This design comes from an exercise in tuning for small area, a short achievable clock period and few clock cycles on the open sky130 flow, not from production work. Only simulation tests tie the RTL to the original design; equivalence was not proved. Power figures rest on the tool's default switching activity, not on a simulated workload.

## HT_TOP
module HT_TOP(
    clk,
    rst_n,
    in_valid,
    in_weight,
    out_mode,
    out_valid,
    out_code
);
Size: about 110 flip-flops, about 9 I/O pins, ~0.0060 mm² of cells after synthesis.
==> flow/config.mk <==
export PLATFORM = sky130hd
export DESIGN_NAME = HT_TOP
export DESIGN_NICKNAME = HT_TOP
export VERILOG_FILES = /design/flow/design.v
export SDC_FILE = /design/flow/constraint.sdc
export NUM_CORES = 4
export LEC_CHECK = 0
export CAP_MARGIN = 20
export CORE_MARGIN = 2
export CORE_UTILIZATION = 55
export CTS_BUF_LIST = sky130_fd_sc_hd__clkbuf_8
export SLEW_MARGIN = 20
==> flow/constraint.sdc <==
create_clock -name core_clock -period 17.0 [get_ports {clk}]
set_input_delay 3.4000 -clock core_clock [delete_from_list [all_inputs] [get_ports {clk}]]
set_output_delay 3.4000 -clock core_clock [all_outputs]
set_load 0.01 [all_outputs]
standard.sh (not shown) runs the stock make flow with config.mk's settings and CLKGATE_MAP_FILE= SYNTH_SCRIPT=/design/flow/synth_recipe.tcl, a recipe that flattens the netlist after the stock synthesis.
==> flow/flow/run.sh <==
#!/bin/bash
# Layout with ORFS's own scripts. Two changes from the standard layout:
#  - synthesis is the standard one except that ABC maps the logic for area
#    (flip-flops are mapped before ABC, so registers are unchanged);
#  - repair_timing aims for a larger setup margin (MARGIN ns) than the
#    standard flow settings allow. Constraints are unchanged.
set -euo pipefail
MARGIN=${MARGIN:-12.6}
HERE=$(pwd)
printf 'strash\ndch\nmap -a\nstrash\ndch\nmap -a\n' > "$HERE/area.abc"
cat > "$HERE/area_synth.tcl" <<'TCL'
proc abc {args} {
  set i [lsearch -exact $args -script]
  if {$i >= 0} {
    set args [lreplace $args [expr {$i + 1}] [expr {$i + 1}] $::env(AREA_ABC_SCRIPT)]
  }
  yosys abc {*}$args
}
TCL
cat synth_recipe.tcl >> "$HERE/area_synth.tcl"
export AREA_ABC_SCRIPT="$HERE/area.abc"
bash standard.sh SYNTH_SCRIPT="$HERE/area_synth.tcl" SETUP_SLACK_MARGIN="$MARGIN" SETUP_MOVE_SEQUENCE="unbuffer,sizeup,swap" finish > standard_flow.log 2>&1
The starting point completed without violations.
Testbench counts at the start, summed over its fixed seeds: cycles 31,181.
Rerun with:
--- a/flow/flow/run.sh
+++ b/flow/flow/run.sh
@@ -21,2 +21,2 @@
 export AREA_ABC_SCRIPT="$HERE/area.abc"
-bash standard.sh SYNTH_SCRIPT="$HERE/area_synth.tcl" SETUP_SLACK_MARGIN="$MARGIN" SETUP_MOVE_SEQUENCE="unbuffer,sizeup,swap" finish > standard_flow.log 2>&1
+bash standard.sh SYNTH_SCRIPT="$HERE/area_synth.tcl" SETUP_SLACK_MARGIN="$MARGIN" finish > standard_flow.log 2>&1
Settings changed: CORE_UTILIZATION 55 to 40.
Final area rose by 1.9%.
Clock skew stays flat.
First-iteration DRC count goes up by about 1.2%.
Die area grows by 36%.
Utilization came out lower by 16 points.
Count of clock-buffer cells in the layout goes up by 1.
Rerun with:
--- a/flow/flow/run.sh
+++ b/flow/flow/run.sh
@@ -1,3 +1,3 @@
 #!/bin/bash
-# Layout with ORFS's own scripts. Two changes from the standard layout:
+# Layout with ORFS's own scripts. Changes from the standard layout:
 #  - synthesis is the standard one except that ABC maps the logic for area
@@ -5,3 +5,5 @@
 #  - repair_timing aims for a larger setup margin (MARGIN ns) than the
-#    standard flow settings allow. Constraints are unchanged.
+#    standard flow settings allow, and repairs by resizing cells (and
+#    removing buffers) rather than by adding buffers. Constraints are
+#    unchanged.
 set -euo pipefail
@@ -21,2 +23,2 @@
 export AREA_ABC_SCRIPT="$HERE/area.abc"
-bash standard.sh SYNTH_SCRIPT="$HERE/area_synth.tcl" SETUP_SLACK_MARGIN="$MARGIN" finish > standard_flow.log 2>&1
+bash standard.sh SYNTH_SCRIPT="$HERE/area_synth.tcl" SETUP_SLACK_MARGIN="$MARGIN" SETUP_MOVE_SEQUENCE="unbuffer,sizeup,swap" finish > standard_flow.log 2>&1
Settings changed: CTS_BUF_LIST sky130_fd_sc_hd__clkbuf_8 to sky130_fd_sc_hd__clkbuf_4 sky130_fd_sc_hd__clkbuf_8.
The new run produced a clean layout.
Final area came out lower slightly.
Synthesized cell count does not change.
Total power came out lower slightly.
Clock power barely changes.
Wire length came out lower by a few percent.
Sequential power came out higher slightly.
Die area is unchanged.
Worst setup slack is worse by 21 ps.
First-iteration DRC count came out lower by about a fifth.
Global-route usage came out lower by 0.19 points.
Worst hold slack is about the same.
Rerun with:
--- a/flow/flow/run.sh
+++ b/flow/flow/run.sh
@@ -1,3 +1,3 @@
 #!/bin/bash
-# Layout with ORFS's own scripts. Changes from the standard layout:
+# Layout with ORFS's own scripts. Two changes from the standard layout:
 #  - synthesis is the standard one except that ABC maps the logic for area
@@ -5,5 +5,3 @@
 #  - repair_timing aims for a larger setup margin (MARGIN ns) than the
-#    standard flow settings allow, and repairs by resizing cells (and
-#    removing buffers) rather than by adding buffers. Constraints are
-#    unchanged.
+#    standard flow settings allow. Constraints are unchanged.
 set -euo pipefail
Settings changed: CORE_UTILIZATION 40 to 70, CTS_BUF_LIST sky130_fd_sc_hd__clkbuf_4 sky130_fd_sc_hd__clkbuf_8 to sky130_fd_sc_hd__clkbuf_8.
=> The new run completed without violations. Cell count drops by 9.1%. First-iteration DRC count rose by 44%. Power is higher by 3.1%. Sequential share of layout area climbs by 0.44 points. Hold slack stays flat.
Rerun with:
--- a/flow/flow/run.sh
+++ b/flow/flow/run.sh
@@ -21,2 +21,2 @@
 export AREA_ABC_SCRIPT="$HERE/area.abc"
-bash standard.sh SYNTH_SCRIPT="$HERE/area_synth.tcl" SETUP_SLACK_MARGIN="$MARGIN" SETUP_MOVE_SEQUENCE="unbuffer,sizeup,swap" finish > standard_flow.log 2>&1
+bash standard.sh SYNTH_SCRIPT="$HERE/area_synth.tcl" SETUP_SLACK_MARGIN="$MARGIN" SETUP_MOVE_SEQUENCE="sizeup,swap" finish > standard_flow.log 2>&1
Settings changed: CORE_UTILIZATION 70 to 40.
Sequential share of layout area falls by 0.44 points. Power came out lower by 3.0%. Synthesized cell count stays the same. Die area grows by 71%. Area after synthesis stays the same. Routed wire length came out lower by 3.5%. Fmax hardly moves. Clock skew came out lower by 7.9 ps. Cell area grows by 1.1%. Final cell count is higher by 10%.
Rerun with:
--- a/flow/flow/run.sh
+++ b/flow/flow/run.sh
@@ -1,3 +1,3 @@
 #!/bin/bash
-# Layout with ORFS's own scripts. Two changes from the standard layout:
+# Layout with ORFS's own scripts. Changes from the standard layout:
 #  - synthesis is the standard one except that ABC maps the logic for area
@@ -5,3 +5,6 @@
 #  - repair_timing aims for a larger setup margin (MARGIN ns) than the
-#    standard flow settings allow. Constraints are unchanged.
+#    standard flow settings allow, and repairs by resizing cells (and
+#    removing buffers) rather than by adding buffers. Constraints are
+#    unchanged.
+#  - the port buffers start as buf_1 cells (resized as timing needs).
 set -euo pipefail
@@ -21,2 +24,2 @@
 export AREA_ABC_SCRIPT="$HERE/area.abc"
-bash standard.sh SYNTH_SCRIPT="$HERE/area_synth.tcl" SETUP_SLACK_MARGIN="$MARGIN" SETUP_MOVE_SEQUENCE="sizeup,swap" finish > standard_flow.log 2>&1
+bash standard.sh SYNTH_SCRIPT="$HERE/area_synth.tcl" SETUP_SLACK_MARGIN="$MARGIN" SETUP_MOVE_SEQUENCE="unbuffer,sizeup,swap" BUFFER_PORTS_ARGS="-buffer_cell sky130_fd_sc_hd__buf_1" finish > standard_flow.log 2>&1
Effect:
- The changed run completed with no timing, DRC or antenna violations
- register-to-register slack gets better by 40 ps
- clock-buffer cell count does not change
- die area does not change
- synthesized cell count is unchanged
- routed wire length is about the same
- first-iteration DRC count goes up by 4.2%

-- static timing again, ports no longer ideal --
How much do the figures lean on ideal ports? The routed layouts below were timed once more, with nothing changed but the port constraints.
Step 1, drivers: a clkbuf_16 drives clk and a buf_2 each remaining input, both assumed.
Step 2, shift: input delay + t, output delay - t, t = (earliest + latest rising clock arrival at the registers) / 2. This alone moves slack from input paths to output paths.
a / b / c = ideal ports / drivers / drivers and shift; a / b = the first two.
run | shift t [ns] | setup slack, ns | clock arrival spread, ns | worst register clock-pin slew, ns | pins driven straight from the clock port
the first run | 0.410 | 12.676 / 12.642 / 12.647 | 0.017 / 0.017 | 0.11 / 0.11 | 1
the second run | 0.421 | 12.677 / 12.641 / 12.672 | 0.016 / 0.016 | 0.11 / 0.11 | 1
the third run | 0.421 | 12.656 / 12.620 / 12.674 | 0.016 / 0.015 | 0.11 / 0.11 | 1
the fourth run | 0.403 | 12.655 / 12.624 / 12.549 | 0.023 / 0.022 | 0.12 / 0.12 | 1
the fifth run | 0.421 | 12.656 / 12.620 / 12.674 | 0.016 / 0.015 | 0.11 / 0.11 | 1
the sixth run | 0.422 | 12.668 / 12.631 / 12.784 | 0.014 / 0.014 | 0.11 / 0.11 | 1
After both steps setup and hold are still met in every run listed. The setup slack of the fourth run, which loses most, moves by -0.031 ns with the drivers and by -0.106 ns with both steps.
